Background: an optimization exercise with open tools, aiming at small area. Do not read the settings as production practice. Function was checked by simulation only, so behaviour that the tests miss may differ from the original. Power and IR drop assume default switching activity.

==> inputs of 10-13 <==
==> flow/design.v <==
module rv32_imm_gen (
    input [31:0] inst,
    output reg [31:0] imm
);
    always @(*) begin
        case (inst[6:2])
            5'b01_000  : imm = { {21{inst[31]}}, inst[30:25], inst[11:8], inst[7] };
            5'b01_101,
            5'b00_101  : imm = { inst[31:12], 12'b0 };
            5'b11_011    : imm = { {12{inst[31]}}, inst[19:12], inst[20], inst[30:21], 1'b0 };
            5'b11_000 : imm = { {20{inst[31]}}, inst[7], inst[30:25], inst[11:8], 1'b0 };
            default        : imm = { {21{inst[31]}}, inst[30:20] };
        endcase
    end
endmodule
module rv32_alu (
    input  [31:0] a, b,
    input  [4:0]  opcode,
    input  [2:0]  func3,
    input         f7_5,
    output [31:0] r,
    output        cf, zf, vf, sf
);
    wire I = (opcode == 5'b00_100);
    wire R = (opcode == 5'b01_100);
    wire IorR = I | R;
    wire instr_logic = IorR & ((func3 == 3'b100) | (func3 == 3'b111) | (func3 == 3'b110));
    wire instr_shift = IorR & ((func3 == 3'b001) | (func3 == 3'b101));
    wire instr_slt   = IorR & (func3 == 3'b010);
    wire instr_sltu  = IorR & (func3 == 3'b011);
    wire instr_sub   = R & (func3 == 3'b000) & f7_5;
    wire instr_branch = (opcode == 5'b11_000);
    wire sub = instr_branch | instr_sub | instr_slt | instr_sltu;
    wire [31:0] op_b = {32{sub}} ^ b;
    wire [31:0] add_sub;
    assign {cf, add_sub} = a + op_b + {31'b0, sub};
    wire [31:0] and_or_xor = (func3[1:0] == 2'b11) ? (a & b) :
                             (func3[1:0] == 2'b10) ? (a | b) : (a ^ b);
    wire [4:0] sha = b[4:0];
    wire [31:0] shift = func3[2] ? (f7_5 ? $signed($signed(a) >>> sha) : (a >> sha)) :
                                   (a << sha);
    assign zf = (add_sub == 32'b0);
    assign sf = add_sub[31];
    assign vf = a[31] ^ op_b[31] ^ add_sub[31] ^ cf;
    assign r = instr_slt  ? {31'b0, (sf != vf)} :
               instr_sltu ? {31'b0, ~cf} :
               instr_logic ? and_or_xor :
               instr_shift ? shift : add_sub;
endmodule
module rv32_core (
    input clk, rst,
    output [31:0] bdi, baddr,
    output bwr,
    output [1:0] bsz,
    input [31:0] bdo,
    input brdy,
    input [15:0] INT,
    output hold
);
    reg        cyc, rst_state;
    reg [31:0] IR;
    reg [31:0] IR1r;             
    reg        sq;               
    reg        ret2;             
    reg [31:0] R1, R2, PC1, PC, ePC;
    reg [1:0]  Rlo;
    reg        CF, ZF, VF, SF, TMRIF, ISRMode;
    reg [31:0] Cycle, Timer, Instret, UIE;
    reg [3:0]  UCause;
    wire [31:0] IR1 = sq ? 32'h13 : IR1r;
    wire [15:0] IRQenINT = INT & UIE[18:3];
    wire IRQ = |IRQenINT;
    reg [3:0] IRQnum;
    integer k;
    always @(*) begin
        IRQnum = 4'd0;
        for (k = 1; k < 16; k = k + 1)
            if (IRQenINT[k]) IRQnum = k;
    end
    wire gie = UIE[0], tie = UIE[1], eie = UIE[2];
    wire [4:0] op0 = IR[6:2];
    wire [4:0] op1 = IR1[6:2];
    wire br0 = op0 == 5'b11_000, jalr0 = op0 == 5'b11_001;
    wire alui0 = op0 == 5'b00_100, alur0 = op0 == 5'b01_100;
    wire load0 = op0 == 5'b00_000, store0 = op0 == 5'b01_000;
    wire cust0 = op0 == 5'b10_001, sys0 = op0 == 5'b11_100;
    wire br1 = op1 == 5'b11_000, jal1 = op1 == 5'b11_011, jalr1 = op1 == 5'b11_001;
    wire alui1 = op1 == 5'b00_100, alur1 = op1 == 5'b01_100;
    wire load1 = op1 == 5'b00_000, store1 = op1 == 5'b01_000;
    wire lui1 = op1 == 5'b01_101, auipc1 = op1 == 5'b00_101;
    wire cust1 = op1 == 5'b10_001, sys1 = op1 == 5'b11_100;
    wire alu1 = alui1 | alur1;
    wire [2:0] f3_1 = IR1[14:12];
    wire [4:0] rd1 = IR1[11:7];
    wire [4:0] rs1_0 = IR[19:15], rs2_0 = IR[24:20];
    wire ecall0  = IR == 32'h00000073;
    wire ebreak0 = IR == 32'h00100073;
    wire uret0   = IR == 32'h00200073;
    wire wfi1    = IR1 == 32'h10500073;
    wire ecall1  = IR1 == 32'h00000073;
    reg taken;
    always @(*)
        case (f3_1)
            3'b000: taken = ZF;
            3'b001: taken = ~ZF;
            3'b100: taken = SF != VF;
            3'b101: taken = SF == VF;
            3'b110: taken = ~CF;
            3'b111: taken = CF;
            default: taken = 1'b0;
        endcase
    wire pc_s1 = jalr1;
    wire pc_s2 = (br1 & taken) | jal1;
    wire reliable = ~(pc_s1 | pc_s2);
    wire intf = ~ISRMode & ((reliable & (ecall0 | ebreak0)) | (IRQ & eie) | (TMRIF & tie)) & gie;
    wire wfi_hold = ~intf & wfi1;
    assign hold = wfi_hold | ecall1 | ~brdy;
    wire r1_ld = cyc & (alui0 | alur0 | br0 | load0 | store0 | jalr0 | cust0 | sys0);
    wire r2_ld = cyc & (alui0 | alur0 | br0 | store0 | cust0);
    wire fwd_cls = alu1 | load1 | lui1 | auipc1 | cust1 | sys1;
    wire r1_src = (rd1 == rs1_0) & fwd_cls & (rs1_0 != 5'b0);
    wire r2_src = (rd1 == rs2_0) & fwd_cls & (rs2_0 != 5'b0);
    wire wr_cls = alu1 | jal1 | jalr1 | lui1 | load1 | auipc1 | sys1;
    wire [11:0] csr1 = IR1[31:20];
    wire csrrw1  = sys1 & (f3_1 == 3'b001);
    wire csrrci1 = sys1 & (f3_1 == 3'b111);
    wire ld_cycle = csrrw1 & (csr1 == 12'hc00);
    wire c_cycle  = csrrci1 & (csr1 == 12'hc00);
    wire ld_time  = csrrw1 & (csr1 == 12'hc01);
    wire c_time   = csrrci1 & (csr1 == 12'hc01);
    wire ld_uie   = csrrw1 & (csr1 == 12'h004);
    wire c_uie    = csrrci1 & (csr1 == 12'h004);
    wire [4:0] uimm = IR1[19:15];
    wire [31:0] I1;
    rv32_imm_gen IMMG (.inst(IR1r), .imm(I1));
    wire [31:0] alu_a = auipc1 ? PC1 : R1;
    wire [31:0] alu_b = (alui1 | load1 | store1 | jalr1 | auipc1 | lui1) ? I1 : R2;
    wire [31:0] alu_r;
    wire alu_cf, alu_zf, alu_vf, alu_sf;
    rv32_alu ALU (.a(alu_a), .b(alu_b), .opcode(op1), .func3(f3_1), .f7_5(IR1[30]),
                  .r(alu_r), .cf(alu_cf), .zf(alu_zf), .vf(alu_vf), .sf(alu_sf));
    reg [31:0] disi, ext_bdo;
    always @(*) begin
        case (Rlo)
            2'b00: disi = bdo;
            2'b01: disi = bdo >> 8;
            2'b10: disi = bdo >> 16;
            default: disi = bdo >> 24;
        endcase
        case (f3_1[1:0])
            2'b00: ext_bdo = {{24{~f3_1[2] & disi[7]}}, disi[7:0]};
            2'b01: ext_bdo = {{16{~f3_1[2] & disi[15]}}, disi[15:0]};
            default: ext_bdo = disi;
        endcase
    end
    wire [31:0] cntr = IR1[21] ? (IR1[26] ? {28'd0, UCause} : Instret) :
                                 (IR1[22] ? UIE : (IR1[20] ? Timer : Cycle));
    wire [31:0] RESMux = load1 ? ext_bdo :
                         lui1  ? I1 :
                         (jal1 | jalr1) ? PC :
                         sys1  ? cntr : alu_r;
    wire [31:0] RS1, RS2;
    wire rf_we = cyc & ~hold & wr_cls & (rd1 != 5'd0);
    regFile RF (.clk(clk), .rst(rst), .cyc(cyc),
                .we(rf_we), .wa(rd1), .wd(RESMux),
                .ra_pre(bdo[19:15]), .ra2(rs2_0),
                .rs1_q(RS1), .rs2_d(RS2));
    wire [4:0] vec = IRQ ? {1'b1, IRQnum} : TMRIF ? 5'd12 : ebreak0 ? 5'd8 : 5'd4;
    wire [31:0] pc_adder = (pc_s2 ? I1 : 32'd4) + (pc_s2 ? PC1 : PC);
    wire [31:0] nPC = pc_s1 ? alu_r : pc_adder;
    wire [31:0] PC_w = rst_state ? 32'd0 :
                       (uret0 & reliable) ? ePC :
                       intf ? {25'd0, vec, 2'd0} : nPC;
    wire ld_epc = intf & cyc & ~hold;
    always @(posedge clk or posedge rst)
        if (rst) PC <= 32'b0;
        else if (cyc & ~hold) PC <= PC_w;
    always @(posedge clk or posedge rst)
        if (rst) ePC <= 32'b0;
        else if (ld_epc) ePC <= ((ecall0 | ebreak0) | ~reliable) ? nPC : PC;
    always @(posedge clk or posedge rst)
        if (rst) cyc <= 1'b1;
        else if (~hold) cyc <= ~cyc;
    always @(posedge clk or posedge rst)
        if (rst) rst_state <= 1'b1;
        else rst_state <= 1'b0;
    always @(posedge clk or posedge rst)
        if (rst) TMRIF <= 1'b0;
        else if (Timer == 32'd1) TMRIF <= 1'b1;
        else if (ld_time & cyc) TMRIF <= 1'b0;
    always @(posedge clk or posedge rst)
        if (rst) ISRMode <= 1'b0;
        else if (intf & cyc) ISRMode <= 1'b1;
        else if (uret0) ISRMode <= 1'b0;
    always @(posedge clk or posedge rst)
        if (rst) IR <= 32'h13;
        else if (~cyc) IR <= hold ? 32'h13 : bdo;
    wire squash = ~reliable | (intf & ~ecall0);
    always @(posedge clk or posedge rst)
        if (rst) begin
            IR1r <= 32'h13;
            sq <= 1'b0;
        end else if (cyc) begin
            if (~hold) IR1r <= IR;
            if (squash) sq <= 1'b1;
            else if (~hold) sq <= 1'b0;
        end
    always @(posedge clk or posedge rst)
        if (rst) ret2 <= 1'b0;
        else if (cyc) ret2 <= IR1 != 32'h13;
    always @(posedge clk or posedge rst)
        if (rst) PC1 <= 32'b0;
        else if (cyc & ~hold) PC1 <= PC;
    always @(posedge clk or posedge rst)
        if (rst) R1 <= 32'b0;
        else if (r1_ld & ~hold) R1 <= r1_src ? RESMux : RS1;
    always @(posedge clk or posedge rst)
        if (rst) R2 <= 32'b0;
        else if (r2_ld & ~hold) R2 <= r2_src ? RESMux : RS2;
    always @(posedge clk or posedge rst)
        if (rst) Rlo <= 2'b0;
        else if (~cyc) Rlo <= alu_r[1:0];
    always @(posedge clk or posedge rst)
        if (rst) begin
            CF <= 1'b0; ZF <= 1'b0; VF <= 1'b0; SF <= 1'b0;
        end else if (~cyc & (alu1 | br1)) begin
            CF <= alu_cf; ZF <= alu_zf; VF <= alu_vf; SF <= alu_sf;
        end
    always @(posedge clk or posedge rst)
        if (rst) Timer <= 32'd0;
        else if (ld_time && cyc) Timer <= R1;
        else if (c_time && cyc) Timer <= Timer & {27'h7ffffff, ~uimm};
        else if (Timer != 32'b0) Timer <= Timer - 32'b1;
    always @(posedge clk or posedge rst)
        if (rst) Cycle <= 32'd0;
        else if (ld_cycle && cyc) Cycle <= R1;
        else if (c_cycle && cyc) Cycle <= Cycle & {27'h7ffffff, ~uimm};
        else Cycle <= Cycle + 32'b1;
    always @(posedge clk or posedge rst)
        if (rst) Instret <= 32'd0;
        else if (ret2 & ~cyc) Instret <= Instret + 32'b1;
    always @(posedge clk or posedge rst)
        if (rst) UIE <= 32'd0;
        else if (ld_uie && cyc) UIE <= R1;
        else if (c_uie && cyc) UIE <= UIE & {27'h7ffffff, ~uimm};
    always @(posedge clk or posedge rst)
        if (rst) UCause <= 4'd0;
        else UCause <= IRQnum;
    assign baddr = cyc ? PC_w : ((load1 | store1) ? alu_r : 32'h00440044);
    assign bsz = cyc ? 2'b10 : f3_1[1:0];
    assign bwr = ~cyc & store1;
    assign bdi = (Rlo == 2'b01) ? {R2[23:0],  8'd0} :
                 (Rlo == 2'b10) ? {R2[15:0], 16'd0} :
                 (Rlo == 2'b11) ? {R2[7:0],  24'd0} : R2;
endmodule
module regFile(
    input clk, rst,
    input cyc,
    input we,
    input [4:0] wa,
    input [31:0] wd,
    input [4:0] ra_pre,      
    input [4:0] ra2,         
    output reg [31:0] rs1_q,
    output [31:0] rs2_d
);
    reg [31:0] RF [1:31];
    reg [31:1] valid;
    wire [4:0] pa = cyc ? ra2 : ra_pre;
    reg [31:0] pout;
    integer i;
    always @(*) begin
        pout = 32'd0;
        for (i = 1; i < 32; i = i + 1)
            pout = pout | ({32{valid[i] & (pa == i)}} & RF[i]);
    end
    assign rs2_d = pout;
    genvar g;
    generate
        for (g = 1; g < 32; g = g + 1) begin : w
            wire sel = we && (wa == g);
            always @(posedge clk or posedge rst)
                if (rst) valid[g] <= 1'b0;
                else if (sel) valid[g] <= 1'b1;
            always @(posedge clk)
                if (sel) RF[g] <= wd;
        end
    endgenerate
    always @(posedge clk or posedge rst)
        if (rst) rs1_q <= 32'd0;
        else if (~cyc) rs1_q <= pout;
endmodule
module AHBL_dwarfRV32 (
    input HCLK,
    input HRESETn,
    input [31:0]    HRDATA,
    input           HREADY,
    input           HRESP,                 
    output [31:0]   HADDR,
    output [2:0]    HSIZE,
    output [2:0]    HBURST,
    output [3:0]    HPROT,
    output          HMASTLOCK,
    output [1:0]    HTRANS,
    output [31:0]   HWDATA,
    output          HWRITE,
    input  [15:0] INT,
    output simdone
);
    wire [1:0] bsz;
    rv32_core CPU (
        .clk(HCLK), .rst(~HRESETn),
        .bdi(HWDATA), .bdo(HRDATA), .baddr(HADDR), .bsz(bsz), .bwr(HWRITE),
        .brdy(HREADY),
        .INT(INT),
        .hold(simdone)
    );
    assign HTRANS = 2'b01;
    assign HSIZE = {1'b0, bsz};
    assign HBURST = 3'b000;
    assign HPROT = 4'b0000;
    assign HMASTLOCK = 1'b0;
endmodule
==> flow/run.sh <==
#!/bin/bash
# synth_recipe.tcl (not shown) runs the flow's synth.tcl, then flattens the netlist and writes it again
# the make line also repeats each setting of config.mk as NAME=value (left out here)
make -C /OpenROAD-flow-scripts/flow DESIGN_CONFIG=/design/flow/config.mk WORK_HOME=/design/flow/orfs CLKGATE_MAP_FILE= SYNTH_SCRIPT=/design/flow/synth_recipe.tcl finish
==> flow/config.mk <==
export PLATFORM = sky130hd
export DESIGN_NAME = AHBL_dwarfRV32
export DESIGN_NICKNAME = AHBL_dwarfRV32
export VERILOG_FILES = /design/flow/design.v
export SDC_FILE = /design/flow/constraint.sdc
export NUM_CORES = 4
export LEC_CHECK = 0
export CAP_MARGIN = 20
export CORE_MARGIN = 2
export CORE_UTILIZATION = 40
export SLEW_MARGIN = 20
==> flow/constraint.sdc <==
create_clock -name core_clock -period 11.0 [get_ports {HCLK}]
set_input_delay 2.2000 -clock core_clock [delete_from_list [all_inputs] [get_ports {HCLK}]]
set_output_delay 2.2000 -clock core_clock [all_outputs]
set_load 0.01 [all_outputs]
==> 06-08: changes against 10-13 <==
--- a/flow/design.v
+++ b/flow/design.v
@@ -18,6 +18,7 @@
     input  [4:0]  opcode,
     input  [2:0]  func3,
     input         f7_5,
+    input         tgt,           
     output [31:0] r,
     output        cf, zf, vf, sf
 );
@@ -30,15 +31,24 @@
     wire instr_sltu  = IorR & (func3 == 3'b011);
     wire instr_sub   = R & (func3 == 3'b000) & f7_5;
     wire instr_branch = (opcode == 5'b11_000);
-    wire sub = instr_branch | instr_sub | instr_slt | instr_sltu;
+    wire sub = (instr_branch & ~tgt) | instr_sub | instr_slt | instr_sltu;
     wire [31:0] op_b = {32{sub}} ^ b;
     wire [31:0] add_sub;
     assign {cf, add_sub} = a + op_b + {31'b0, sub};
     wire [31:0] and_or_xor = (func3[1:0] == 2'b11) ? (a & b) :
                              (func3[1:0] == 2'b10) ? (a | b) : (a ^ b);
     wire [4:0] sha = b[4:0];
-    wire [31:0] shift = func3[2] ? (f7_5 ? $signed($signed(a) >>> sha) : (a >> sha)) :
-                                   (a << sha);
+    reg  [31:0] a_rev, sr_rev;
+    integer j;
+    always @(*)
+        for (j = 0; j < 32; j = j + 1) a_rev[j] = a[31 - j];
+    wire [31:0] sh_in = func3[2] ? a : a_rev;
+    wire fill = func3[2] & f7_5 & a[31];
+    wire [63:0] sh_ext = {{32{fill}}, sh_in} >> sha;
+    wire [31:0] sr = sh_ext[31:0];
+    always @(*)
+        for (j = 0; j < 32; j = j + 1) sr_rev[j] = sr[31 - j];
+    wire [31:0] shift = func3[2] ? sr : sr_rev;
     assign zf = (add_sub == 32'b0);
     assign sf = add_sub[31];
     assign vf = a[31] ^ op_b[31] ^ add_sub[31] ^ cf;
@@ -133,11 +143,12 @@
     wire [4:0] uimm = IR1[19:15];
     wire [31:0] I1;
     rv32_imm_gen IMMG (.inst(IR1r), .imm(I1));
-    wire [31:0] alu_a = auipc1 ? PC1 : R1;
-    wire [31:0] alu_b = (alui1 | load1 | store1 | jalr1 | auipc1 | lui1) ? I1 : R2;
+    wire tgt = cyc & (br1 | jal1);
+    wire [31:0] alu_a = (auipc1 | tgt) ? PC1 : R1;
+    wire [31:0] alu_b = (alui1 | load1 | store1 | jalr1 | auipc1 | lui1 | tgt) ? I1 : R2;
     wire [31:0] alu_r;
     wire alu_cf, alu_zf, alu_vf, alu_sf;
-    rv32_alu ALU (.a(alu_a), .b(alu_b), .opcode(op1), .func3(f3_1), .f7_5(IR1[30]),
+    rv32_alu ALU (.a(alu_a), .b(alu_b), .opcode(op1), .func3(f3_1), .f7_5(IR1[30]), .tgt(tgt),
                   .r(alu_r), .cf(alu_cf), .zf(alu_zf), .vf(alu_vf), .sf(alu_sf));
     reg [31:0] disi, ext_bdo;
     always @(*) begin
@@ -166,8 +177,8 @@
                 .ra_pre(bdo[19:15]), .ra2(rs2_0),
                 .rs1_q(RS1), .rs2_d(RS2));
     wire [4:0] vec = IRQ ? {1'b1, IRQnum} : TMRIF ? 5'd12 : ebreak0 ? 5'd8 : 5'd4;
-    wire [31:0] pc_adder = (pc_s2 ? I1 : 32'd4) + (pc_s2 ? PC1 : PC);
-    wire [31:0] nPC = pc_s1 ? alu_r : pc_adder;
+    wire [31:0] pc_inc = {PC[31:2] + 30'd1, PC[1:0]};
+    wire [31:0] nPC = reliable ? pc_inc : alu_r;
     wire [31:0] PC_w = rst_state ? 32'd0 :
                        (uret0 & reliable) ? ePC :
                        intf ? {25'd0, vec, 2'd0} : nPC;
@@ -208,12 +219,10 @@
     always @(posedge clk or posedge rst)
         if (rst) ret2 <= 1'b0;
         else if (cyc) ret2 <= IR1 != 32'h13;
-    always @(posedge clk or posedge rst)
-        if (rst) PC1 <= 32'b0;
-        else if (cyc & ~hold) PC1 <= PC;
-    always @(posedge clk or posedge rst)
-        if (rst) R1 <= 32'b0;
-        else if (r1_ld & ~hold) R1 <= r1_src ? RESMux : RS1;
+    always @(posedge clk)
+        if (cyc & ~hold) PC1 <= PC;
+    always @(posedge clk)
+        if (r1_ld & ~hold) R1 <= r1_src ? RESMux : RS1;
     always @(posedge clk or posedge rst)
         if (rst) R2 <= 32'b0;
         else if (r2_ld & ~hold) R2 <= r2_src ? RESMux : RS2;
==> 01-09: changes against 10-13 <==
--- a/flow/design.v
+++ b/flow/design.v
@@ -1,23 +1,9 @@
-module rv32_imm_gen (
-    input [31:0] inst,
-    output reg [31:0] imm
-);
-    always @(*) begin
-        case (inst[6:2])
-            5'b01_000  : imm = { {21{inst[31]}}, inst[30:25], inst[11:8], inst[7] };
-            5'b01_101,
-            5'b00_101  : imm = { inst[31:12], 12'b0 };
-            5'b11_011    : imm = { {12{inst[31]}}, inst[19:12], inst[20], inst[30:21], 1'b0 };
-            5'b11_000 : imm = { {20{inst[31]}}, inst[7], inst[30:25], inst[11:8], 1'b0 };
-            default        : imm = { {21{inst[31]}}, inst[30:20] };
-        endcase
-    end
-endmodule
 module rv32_alu (
     input  [31:0] a, b,
     input  [4:0]  opcode,
     input  [2:0]  func3,
     input         f7_5,
+    input         tgt,           
     output [31:0] r,
     output        cf, zf, vf, sf
 );
@@ -30,15 +16,24 @@
     wire instr_sltu  = IorR & (func3 == 3'b011);
     wire instr_sub   = R & (func3 == 3'b000) & f7_5;
     wire instr_branch = (opcode == 5'b11_000);
-    wire sub = instr_branch | instr_sub | instr_slt | instr_sltu;
+    wire sub = (instr_branch & ~tgt) | instr_sub | instr_slt | instr_sltu;
     wire [31:0] op_b = {32{sub}} ^ b;
     wire [31:0] add_sub;
     assign {cf, add_sub} = a + op_b + {31'b0, sub};
     wire [31:0] and_or_xor = (func3[1:0] == 2'b11) ? (a & b) :
                              (func3[1:0] == 2'b10) ? (a | b) : (a ^ b);
     wire [4:0] sha = b[4:0];
-    wire [31:0] shift = func3[2] ? (f7_5 ? $signed($signed(a) >>> sha) : (a >> sha)) :
-                                   (a << sha);
+    reg  [31:0] a_rev, sr_rev;
+    integer j;
+    always @(*)
+        for (j = 0; j < 32; j = j + 1) a_rev[j] = a[31 - j];
+    wire [31:0] sh_in = func3[2] ? a : a_rev;
+    wire fill = func3[2] & f7_5 & a[31];
+    wire [63:0] sh_ext = {{32{fill}}, sh_in} >> sha;
+    wire [31:0] sr = sh_ext[31:0];
+    always @(*)
+        for (j = 0; j < 32; j = j + 1) sr_rev[j] = sr[31 - j];
+    wire [31:0] shift = func3[2] ? sr : sr_rev;
     assign zf = (add_sub == 32'b0);
     assign sf = add_sub[31];
     assign vf = a[31] ^ op_b[31] ^ add_sub[31] ^ cf;
@@ -131,13 +126,33 @@
     wire ld_uie   = csrrw1 & (csr1 == 12'h004);
     wire c_uie    = csrrci1 & (csr1 == 12'h004);
     wire [4:0] uimm = IR1[19:15];
-    wire [31:0] I1;
-    rv32_imm_gen IMMG (.inst(IR1r), .imm(I1));
-    wire [31:0] alu_a = auipc1 ? PC1 : R1;
-    wire [31:0] alu_b = (alui1 | load1 | store1 | jalr1 | auipc1 | lui1) ? I1 : R2;
+    reg fS, fU, fJ, fB;          
+    reg bsrc_r, asrc_r, brjal_r;
+    wire [4:0] opI = IR[6:2];
+    always @(posedge clk or posedge rst)
+        if (rst) begin
+            fS <= 1'b0; fU <= 1'b0; fJ <= 1'b0; fB <= 1'b0;
+            bsrc_r <= 1'b1; asrc_r <= 1'b0; brjal_r <= 1'b0;
+        end else if (cyc & ~hold) begin
+            fS <= opI == 5'b01_000;
+            fU <= (opI == 5'b01_101) | (opI == 5'b00_101);
+            fJ <= opI == 5'b11_011;
+            fB <= opI == 5'b11_000;
+            bsrc_r <= alui0 | load0 | store0 | jalr0 | (opI == 5'b00_101) | (opI == 5'b01_101);
+            asrc_r <= opI == 5'b00_101;
+            brjal_r <= br0 | (opI == 5'b11_011);
+        end
+    wire [31:0] I1 = fS ? { {21{IR1r[31]}}, IR1r[30:25], IR1r[11:8], IR1r[7] } :
+                     fU ? { IR1r[31:12], 12'b0 } :
+                     fJ ? { {12{IR1r[31]}}, IR1r[19:12], IR1r[20], IR1r[30:21], 1'b0 } :
+                     fB ? { {20{IR1r[31]}}, IR1r[7], IR1r[30:25], IR1r[11:8], 1'b0 } :
+                          { {21{IR1r[31]}}, IR1r[30:20] };
+    wire tgt = cyc & ~sq & brjal_r;
+    wire [31:0] alu_a = ((~sq & asrc_r) | tgt) ? PC1 : R1;
+    wire [31:0] alu_b = (sq | bsrc_r | tgt) ? I1 : R2;
     wire [31:0] alu_r;
     wire alu_cf, alu_zf, alu_vf, alu_sf;
-    rv32_alu ALU (.a(alu_a), .b(alu_b), .opcode(op1), .func3(f3_1), .f7_5(IR1[30]),
+    rv32_alu ALU (.a(alu_a), .b(alu_b), .opcode(op1), .func3(f3_1), .f7_5(IR1[30]), .tgt(tgt),
                   .r(alu_r), .cf(alu_cf), .zf(alu_zf), .vf(alu_vf), .sf(alu_sf));
     reg [31:0] disi, ext_bdo;
     always @(*) begin
@@ -166,8 +181,8 @@
                 .ra_pre(bdo[19:15]), .ra2(rs2_0),
                 .rs1_q(RS1), .rs2_d(RS2));
     wire [4:0] vec = IRQ ? {1'b1, IRQnum} : TMRIF ? 5'd12 : ebreak0 ? 5'd8 : 5'd4;
-    wire [31:0] pc_adder = (pc_s2 ? I1 : 32'd4) + (pc_s2 ? PC1 : PC);
-    wire [31:0] nPC = pc_s1 ? alu_r : pc_adder;
+    wire [31:0] pc_inc = {PC[31:2] + 30'd1, PC[1:0]};
+    wire [31:0] nPC = reliable ? pc_inc : alu_r;
     wire [31:0] PC_w = rst_state ? 32'd0 :
                        (uret0 & reliable) ? ePC :
                        intf ? {25'd0, vec, 2'd0} : nPC;
@@ -208,12 +223,10 @@
     always @(posedge clk or posedge rst)
         if (rst) ret2 <= 1'b0;
         else if (cyc) ret2 <= IR1 != 32'h13;
-    always @(posedge clk or posedge rst)
-        if (rst) PC1 <= 32'b0;
-        else if (cyc & ~hold) PC1 <= PC;
-    always @(posedge clk or posedge rst)
-        if (rst) R1 <= 32'b0;
-        else if (r1_ld & ~hold) R1 <= r1_src ? RESMux : RS1;
+    always @(posedge clk)
+        if (cyc & ~hold) PC1 <= PC;
+    always @(posedge clk)
+        if (r1_ld & ~hold) R1 <= r1_src ? RESMux : RS1;
     always @(posedge clk or posedge rst)
         if (rst) R2 <= 32'b0;
         else if (r2_ld & ~hold) R2 <= r2_src ? RESMux : RS2;
==> impl_results.md <==
- Clock Tree Root: clkbuf_16
- Setup ws final: 606.8 ps
- Slew margin rel.: 5.532%
- Top Layer Used: met5
- Hold Crit Class: flop to flop
- Clk tree area frac: 6.494%
- DRT iter0 DRCs: 8626
- Die Y-Extent: 422.7 µm
- Total Power: 0.03042 W
- CP Capture Point: HADDR[31]
- Status: finished clean
That was 01-09.
==> impl_results.md <==
- Status: aborted with a tool error
- Failed at: synthesis
- First error: ERROR: ABC failed with status F
- Ys Warns: 5
That was 06-08.
==> impl_results.md <==
- Status: finished clean
- Vias in the first global route: about 58000
- Fraction of met3 tracks used by global routing: 8.712%
- Worst hold stages: 1
- Top Layer Used: met5
- Total Power: 0.03046 W
- Synthesis-stage register bit count: between 1000 and 1500
- DRT iter0 DRCs: 9254
- Hold Crit Class: flop to flop
- CP Capture Point: HADDR[15]
- Net Sw Frac: 49.83%
- Slew margin rel.: 14.64%
- Largest cells by area after synthesis: edfxtp_1 (41%), dfrtp_1 (15%), nand2_1 (4.1%), a22oi_1 (3.4%), o21ai_0 (3.0%)
- Clk tree area frac: ~5.7%
- Die Y-Extent: 428.7 µm
- Leading area contributor after synthesis: edfxtp_1
- Bufs w/o clock: between 300 and 400
That was 10-13.

==> afterwards: timing with drivers on the ports <==
In the flow no input, the clock included, has a driving cell. The finished layouts below were timed again as built, in two steps. Step 1 assumes that a clkbuf_16 drives the clock port and a buf_2 every other input. Step 2 moves the port delays by t, midway between the first and last clock arrival at a register: inputs arrive t later, outputs are due t later. That takes back most of the time a late clock gives input paths. Slacks: ideal ports / drivers / drivers and shift; pairs: ideal ports / drivers.
run | shift t [ns] | setup slack, ns | worst hold slack (ns) | worst setup path at the end | pins driven straight from the clock port
10-13 | 0.869 | 0.465 / 0.380 / 1.249 | 0.457 / 0.457 / 0.457 | register to output | 1
01-09 | 0.859 | 0.607 / 0.523 / 1.382 | 0.457 / 0.457 / 0.457 | register to output | 1
After both steps every run listed still meets setup and hold.
